This design comes from an exercise in tuning for small area on the open sky130 flow, not from production work. RTL that was checked went through simulation tests only; none was proved equivalent to the original.

==> v29: inputs <==
==> flow/design.v <==
module serializer #(
    parameter integer in_bit_width = 512,
    parameter integer out_bit_width = 32
)
(
    input wire clk,
    input wire reset,
    input wire data_ready,
    output reg read_data,
    input wire [in_bit_width-1:0] data_in,
    output reg write_data,
    output reg [out_bit_width-1:0] data_out
);
localparam integer num_segments = in_bit_width / out_bit_width;
localparam integer seg_ctr_bw   = $clog2(num_segments);
localparam IDLE = 1'b0, BUSY = 1'b1;
reg current_state, next_state;
reg [in_bit_width-1:0] buffer;                       
reg [seg_ctr_bw-1:0] seg_counter;                    
reg [seg_ctr_bw-1:0] seg_counter_q;                  
wire seg_ctr_all_ones;                               
assign seg_ctr_all_ones = &seg_counter;              
reg [out_bit_width-1:0] out_buffer [num_segments]; 
genvar i;
generate
    for (i = 1; i <= num_segments; i++) begin
        assign out_buffer[i-1] = buffer[out_bit_width*i - 1: out_bit_width * (i-1)];
    end
endgenerate
always @(*) begin
	case (current_state)
		IDLE: begin
			next_state = data_ready ? BUSY : IDLE; 
		end
		BUSY: begin
			next_state = seg_ctr_all_ones ? (data_ready ? BUSY : IDLE) : BUSY;
		end
		default:
			next_state = IDLE;
	endcase
end
always @(posedge clk) begin
    if (reset) begin
        current_state <= IDLE;
        buffer <= 0;
        seg_counter <= 0;
    end
    else begin
        current_state <= next_state;
        buffer <= read_data ? data_in : buffer;
        seg_counter <= seg_counter_q;
    end
end
always @ (*) begin
    read_data = (!current_state & data_ready) | (seg_ctr_all_ones & data_ready);
    write_data = current_state;
    seg_counter_q = current_state ? (seg_counter + current_state) : 0; 
    data_out = out_buffer[seg_counter];
end
endmodule
module deserializer #(
    parameter integer in_bit_width = 32,
    parameter integer out_bit_width = 512
)
(
    input wire clk,
    input wire reset,
    input wire data_ready,
    output reg read_data,
    input wire [in_bit_width-1:0] data_in,
    output reg write_data,
    output reg [out_bit_width-1:0] data_out
);
localparam integer num_segments = out_bit_width / in_bit_width;
localparam integer seg_ctr_bw   = $clog2(num_segments);
localparam IDLE = 1'b0, BUSY = 1'b1;
reg current_state, next_state, word_done;
wire [out_bit_width-1:0] buffer;                    
reg [seg_ctr_bw-1:0] seg_counter;                    
reg [seg_ctr_bw-1:0] seg_counter_q;                  
wire seg_ctr_all_ones;                               
assign seg_ctr_all_ones = &seg_counter;              
wire seg_ctr_all_zeros;
assign seg_ctr_all_zeros = !(|seg_counter);
reg [in_bit_width-1:0] in_buffer [num_segments]; 
genvar i;
generate
    for (i = 1; i <= num_segments; i++) begin
        assign buffer[in_bit_width*i - 1: in_bit_width * (i-1)] = in_buffer[i-1];
    end
endgenerate
always @(*) begin
	case (current_state)
		IDLE: begin
			next_state = data_ready ? BUSY : IDLE; 
		end
		BUSY: begin
			next_state = BUSY;
		end
		default:
			next_state = IDLE;
	endcase
end
always @(posedge clk) begin
    if (reset) begin
        current_state <= IDLE;
        word_done <= 1'b0;
        for (int j = 0; j < num_segments; j++) begin
            in_buffer[j] <= 0;
        end
        seg_counter <= 0;
    end
    else begin
        current_state <= next_state;
        word_done <= read_data & seg_ctr_all_ones;
        in_buffer[seg_counter] <= read_data ? data_in : in_buffer[seg_counter];
        seg_counter <= seg_counter_q;
    end
end
always @ (*) begin
    read_data = current_state & data_ready;
    write_data = word_done;
    seg_counter_q = current_state ? (seg_counter + read_data) : 0; 
    data_out = buffer;
end
endmodule
module serdes (
    input  wire         clk,
    input  wire         reset,
    input  wire         ser_data_ready,
    output wire         ser_read_data,
    input  wire [511:0] ser_data_in,
    output wire         ser_write_data,
    output wire [31:0]  ser_data_out,
    input  wire         des_data_ready,
    output wire         des_read_data,
    input  wire [31:0]  des_data_in,
    output wire         des_write_data,
    output wire [511:0] des_data_out
);
serializer #(.in_bit_width(512), .out_bit_width(32)) ser_inst (
    .clk(clk),
    .reset(reset),
    .data_ready(ser_data_ready),
    .read_data(ser_read_data),
    .data_in(ser_data_in),
    .write_data(ser_write_data),
    .data_out(ser_data_out)
);
deserializer #(.in_bit_width(32), .out_bit_width(512)) des_inst (
    .clk(clk),
    .reset(reset),
    .data_ready(des_data_ready),
    .read_data(des_read_data),
    .data_in(des_data_in),
    .write_data(des_write_data),
    .data_out(des_data_out)
);
endmodule
==> flow/run.sh <==
#!/bin/bash
# synth_recipe.tcl (not shown) runs the flow's synth.tcl, then flattens the netlist and writes it again
# the make line also repeats each setting of config.mk as NAME=value (left out here)
make -C /OpenROAD-flow-scripts/flow DESIGN_CONFIG=/design/flow/config.mk WORK_HOME=/design/flow/orfs CLKGATE_MAP_FILE= SYNTH_SCRIPT=/design/flow/synth_recipe.tcl finish
==> flow/config.mk <==
export PLATFORM = sky130hd
export DESIGN_NAME = serdes
export DESIGN_NICKNAME = serdes
export VERILOG_FILES = /design/flow/design.v
export SDC_FILE = /design/flow/constraint.sdc
export NUM_CORES = 4
export LEC_CHECK = 0
export CAP_MARGIN = 20
export CORE_AREA = 10 10 330 330
export DIE_AREA = 0 0 340 340
export SLEW_MARGIN = 20
==> flow/constraint.sdc <==
create_clock -name core_clock -period 6.0 [get_ports {clk}]
set_input_delay 1.2000 -clock core_clock [delete_from_list [all_inputs] [get_ports {clk}]]
set_output_delay 1.2000 -clock core_clock [all_outputs]
set_load 0.01 [all_outputs]
==> v19: changes against v29 <==
==> flow/design.v, changed modules only <==
module serializer #(
    parameter integer in_bit_width = 512,
    parameter integer out_bit_width = 32
)
(
    input wire clk,
    input wire reset,
    input wire data_ready,
    output reg read_data,
    input wire [in_bit_width-1:0] data_in,
    output reg write_data,
    output reg [out_bit_width-1:0] data_out
);
localparam integer num_segments = in_bit_width / out_bit_width;
localparam integer seg_ctr_bw   = $clog2(num_segments);
localparam integer W = out_bit_width;
reg busy;
reg [seg_ctr_bw-1:0] seg_counter;
reg [in_bit_width-1:0] sreg;
wire last = &seg_counter;
wire load = !busy | last;
wire flip = !seg_counter[0] | last;
always @(posedge clk) begin
    if (reset) begin
        busy <= 1'b0;
        seg_counter <= 0;
    end
    else begin
        busy <= read_data | (busy & !last);
        seg_counter <= seg_counter + busy;
    end
end
always @(posedge clk) begin
    sreg[in_bit_width-1 -: W] <= data_in[in_bit_width-1 -: W];
    sreg[in_bit_width-W-1:0] <= ~(load ? data_in[in_bit_width-W-1:0]
                                       : sreg[in_bit_width-1:W]);
end
always @(*) begin
    read_data = data_ready & load;
    write_data = busy;
    data_out = sreg[W-1:0] ^ {W{flip}};
end
endmodule
module deserializer #(
    parameter integer in_bit_width = 32,
    parameter integer out_bit_width = 512
)
(
    input wire clk,
    input wire reset,
    input wire data_ready,
    output reg read_data,
    input wire [in_bit_width-1:0] data_in,
    output reg write_data,
    output reg [out_bit_width-1:0] data_out
);
localparam integer num_segments = out_bit_width / in_bit_width;
localparam integer seg_ctr_bw   = $clog2(num_segments);
localparam integer W = in_bit_width;
localparam integer SW = out_bit_width - W;    
reg active, word_done;
reg [seg_ctr_bw-1:0] seg_counter;
reg [SW-1:0] sreg;
reg [W-1:0] last_seg;
wire last = &seg_counter;
always @(posedge clk) begin
    if (reset) begin
        active <= 1'b0;
        word_done <= 1'b0;
        seg_counter <= 0;
    end
    else begin
        active <= active | data_ready;
        word_done <= read_data & last;
        seg_counter <= seg_counter + read_data;
    end
end
always @(posedge clk) begin
    if (read_data & !last)
        sreg <= {data_in, sreg[SW-1:W]};
    last_seg <= data_in;
end
always @(*) begin
    read_data = active & data_ready;
    write_data = word_done;
    data_out = {last_seg, sreg};
end
endmodule
==> flow/flow/run.sh (new file) <==
#!/bin/bash
# Standard layout (standard.sh), with two changes: port buffers are buf_1,
# and the clock tree uses small leaf clusters of clkbuf_4 without dummy loads.
set -euo pipefail
export BUFFER_PORTS_ARGS="-buffer_cell sky130_fd_sc_hd__buf_1"
export CTS_ARGS="-sink_clustering_enable -repair_clock_nets -dont_use_dummy_load -buf_list sky130_fd_sc_hd__clkbuf_4 -root_buf sky130_fd_sc_hd__clkbuf_16 -tree_buf sky130_fd_sc_hd__clkbuf_8 -sink_clustering_size 10 -sink_clustering_max_diameter 35"
bash standard.sh > standard.log 2>&1
==> flow/standard.sh (new file) <==
#!/bin/bash
# synth_recipe.tcl (not shown) runs the flow's synth.tcl, then flattens the netlist and writes it again
# the make line also repeats each setting of config.mk as NAME=value (left out here)
make -C /OpenROAD-flow-scripts/flow DESIGN_CONFIG=/design/flow/config.mk WORK_HOME=/design/flow/orfs CLKGATE_MAP_FILE= SYNTH_SCRIPT=/design/flow/synth_recipe.tcl "${@:-finish}"
removed: flow/run.sh
==> v30: changes against v29 <==
==> flow/design.v, changed modules only <==
module serializer #(
    parameter integer in_bit_width = 512,
    parameter integer out_bit_width = 32
)
(
    input wire clk,
    input wire reset,
    input wire data_ready,
    output reg read_data,
    input wire [in_bit_width-1:0] data_in,
    output reg write_data,
    output reg [out_bit_width-1:0] data_out
);
localparam integer num_segments = in_bit_width / out_bit_width;
localparam integer seg_ctr_bw   = $clog2(num_segments);
localparam integer W = out_bit_width;
localparam integer SW = in_bit_width - W;
reg busy;
reg [seg_ctr_bw-1:0] seg_counter;
reg ld, ld_n;                        
reg [in_bit_width-1:0] sreg;
wire last = &seg_counter;
wire busy_next = read_data | (busy & !last);
wire [seg_ctr_bw-1:0] seg_counter_next = seg_counter + busy;
wire ld_next = !busy_next | (&seg_counter_next);
wire flip = !seg_counter[0] | last;
always @(posedge clk) begin
    if (reset) begin
        busy <= 1'b0;
        seg_counter <= 0;
        ld <= 1'b1;
        ld_n <= 1'b0;
    end
    else begin
        busy <= busy_next;
        seg_counter <= seg_counter_next;
        ld <= ld_next;
        ld_n <= !ld_next;
    end
end
always @(posedge clk) begin
    sreg[in_bit_width-1 -: W] <= data_in[in_bit_width-1 -: W];
    sreg[SW-1:0] <= ~(({SW{ld}} | sreg[in_bit_width-1:W]) & ({SW{ld_n}} | data_in[SW-1:0]));
end
always @(*) begin
    read_data = data_ready & ld;
    write_data = busy;
    data_out = sreg[W-1:0] ^ {W{flip}};
end
endmodule
module deserializer #(
    parameter integer in_bit_width = 32,
    parameter integer out_bit_width = 512
)
(
    input wire clk,
    input wire reset,
    input wire data_ready,
    output reg read_data,
    input wire [in_bit_width-1:0] data_in,
    output reg write_data,
    output reg [out_bit_width-1:0] data_out
);
localparam integer num_segments = out_bit_width / in_bit_width;
localparam integer seg_ctr_bw   = $clog2(num_segments);
localparam integer W = in_bit_width;
localparam integer SW = out_bit_width - W;    
reg active, word_done;
reg shift, shift_n;
reg [seg_ctr_bw-1:0] seg_counter;
reg [SW-1:0] sreg;
reg [W-1:0] last_seg;
wire last = &seg_counter;
wire shift_next = read_data & !last;
always @(posedge clk) begin
    if (reset) begin
        active <= 1'b0;
        word_done <= 1'b0;
        seg_counter <= 0;
        shift <= 1'b0;
        shift_n <= 1'b1;
    end
    else begin
        active <= active | data_ready;
        word_done <= read_data & last;
        seg_counter <= seg_counter + read_data;
        shift <= shift_next;
        shift_n <= !shift_next;
    end
end
always @(posedge clk) begin
    sreg <= ({SW{shift}} & {last_seg, sreg[SW-1:W]}) | ({SW{shift_n}} & sreg);
    last_seg <= data_in;
end
always @(*) begin
    read_data = active & data_ready;
    write_data = word_done;
    data_out = {last_seg, sreg};
end
endmodule
==> flow/flow/run.sh (new file) <==
#!/bin/bash
# Standard layout (standard.sh), with two changes: port buffers are buf_1,
# and the clock tree uses small leaf clusters of clkbuf_4 without dummy loads.
set -euo pipefail
export BUFFER_PORTS_ARGS="-buffer_cell sky130_fd_sc_hd__buf_1"
export CTS_ARGS="-sink_clustering_enable -repair_clock_nets -dont_use_dummy_load -buf_list sky130_fd_sc_hd__clkbuf_4 -root_buf sky130_fd_sc_hd__clkbuf_16 -tree_buf sky130_fd_sc_hd__clkbuf_8 -sink_clustering_size 10 -sink_clustering_max_diameter 35"
bash standard.sh > standard.log 2>&1
==> flow/standard.sh (new file) <==
#!/bin/bash
# synth_recipe.tcl (not shown) runs the flow's synth.tcl, then flattens the netlist and writes it again
# the make line also repeats each setting of config.mk as NAME=value (left out here)
make -C /OpenROAD-flow-scripts/flow DESIGN_CONFIG=/design/flow/config.mk WORK_HOME=/design/flow/orfs CLKGATE_MAP_FILE= SYNTH_SCRIPT=/design/flow/synth_recipe.tcl "${@:-finish}"
removed: flow/run.sh
==> impl_metrics.toml <==
[min_path]
holdCritStartpoint = "ser_inst.sreg[217]"
min_delay_worst_endpoint = "ser_inst.sreg[185]"

[yosys]
post_synth_inst_count = 2285
post_synth_num_cell_types = 26
synth_enable_flop_cells = 0
post-synth-top-area-fraction = 0.703

[timing]
final.setup.worst_slack_ns = 2.69

[clocking]
cts_buffers = 151

[status]
status = "timing/DRC/antenna clean"

[pwr]
leakagePower_nw = 13.4
netSwitchingFraction = 0.278

[final_layout]
fin_nets = 3885
most_common_cell_after_layout_fill_and_taps_aside = "sky130_fd_sc_hd__buf_1"
proportion_of_cell_area_occupied_by_multi_input_gates = 0.216

[grt]
grt_start_max_net_pins = 228
# the run above: v30

==> impl_metrics.toml <==
[final_layout]
most_common_cell_after_layout_fill_and_taps_aside = "sky130_fd_sc_hd__buf_1"
fin_nets = 3399

[yosys]
post_synth_inst_count = 1636
post-synth-top-area-fraction = 0.461

[min_path]
holdCritStartpoint = "ser_inst.sreg[261]"
min_delay_worst_endpoint = "ser_inst.sreg[229]"

[status]
status = "timing/DRC/antenna clean"

[grt]
grt_start_max_net_pins = 125

[clocking]
cts_buffers = 154
# the run above: v19

==> impl_metrics.toml <==
[yosys]
synth_commonest_cells = "sky130_fd_sc_hd__nand2_1, sky130_fd_sc_hd__a21oi_1, sky130_fd_sc_hd__dfxtp_1"
post_synth_num_cell_types = 48
post_synth_inst_count = 4016
post-synth-top-area-fraction = 0.376

[final_layout]
most_common_cell_after_layout_fill_and_taps_aside = "sky130_fd_sc_hd__clkdlybuf4s50_1"
proportion_of_cell_area_occupied_by_multi_input_gates = 0.244
seqAreaFraction = 0.457
nonClockInverterCount = 10
fin_nets = 5497

[pwr]
leakagePower_nw = 20.1
netSwitchingFraction = 0.250

[min_path]
holdCritStartpoint = "ser_inst.buffer[41]"
min_delay_worst_endpoint = "ser_inst.buffer[41]"

[clocking]
cts_buffers = 108

[status]
status = "timing/DRC/antenna clean"

[grt]
grt_start_max_net_pins = 261
# the run above: v29

Only the layout flow was run in v29; the RTL was not checked for function there.

==> what the ideal ports hide <==
No port has a modelled driver above. Below, the same layouts with a new extraction and two added sets of constraints.
Step 1: set_driving_cell puts a clkbuf_16 on clk and a buf_2 on each other input, an assumption about the parent block.
Step 2 moves the port delays by t, midway between the first and last clock arrival at a register: inputs arrive t later, outputs are due t later. That takes back most of the time a late clock gives input paths.
Slacks: ideal ports / drivers / drivers and shift; pairs: ideal ports / drivers.
| run | shift t [ns] | setup slack, ns | clock arrival spread, ns |
|---|---|---|---|
| v29 | 0.768 | 0.395 / 0.326 / 1.094 | 0.029 / 0.029 |
| v19 | 0.713 | 2.375 / 2.303 / 2.627 | 0.114 / 0.115 |
| v30 | 0.711 | 2.691 / 2.619 / 3.113 | 0.118 / 0.118 |
After both steps setup and hold are still met in every run listed.
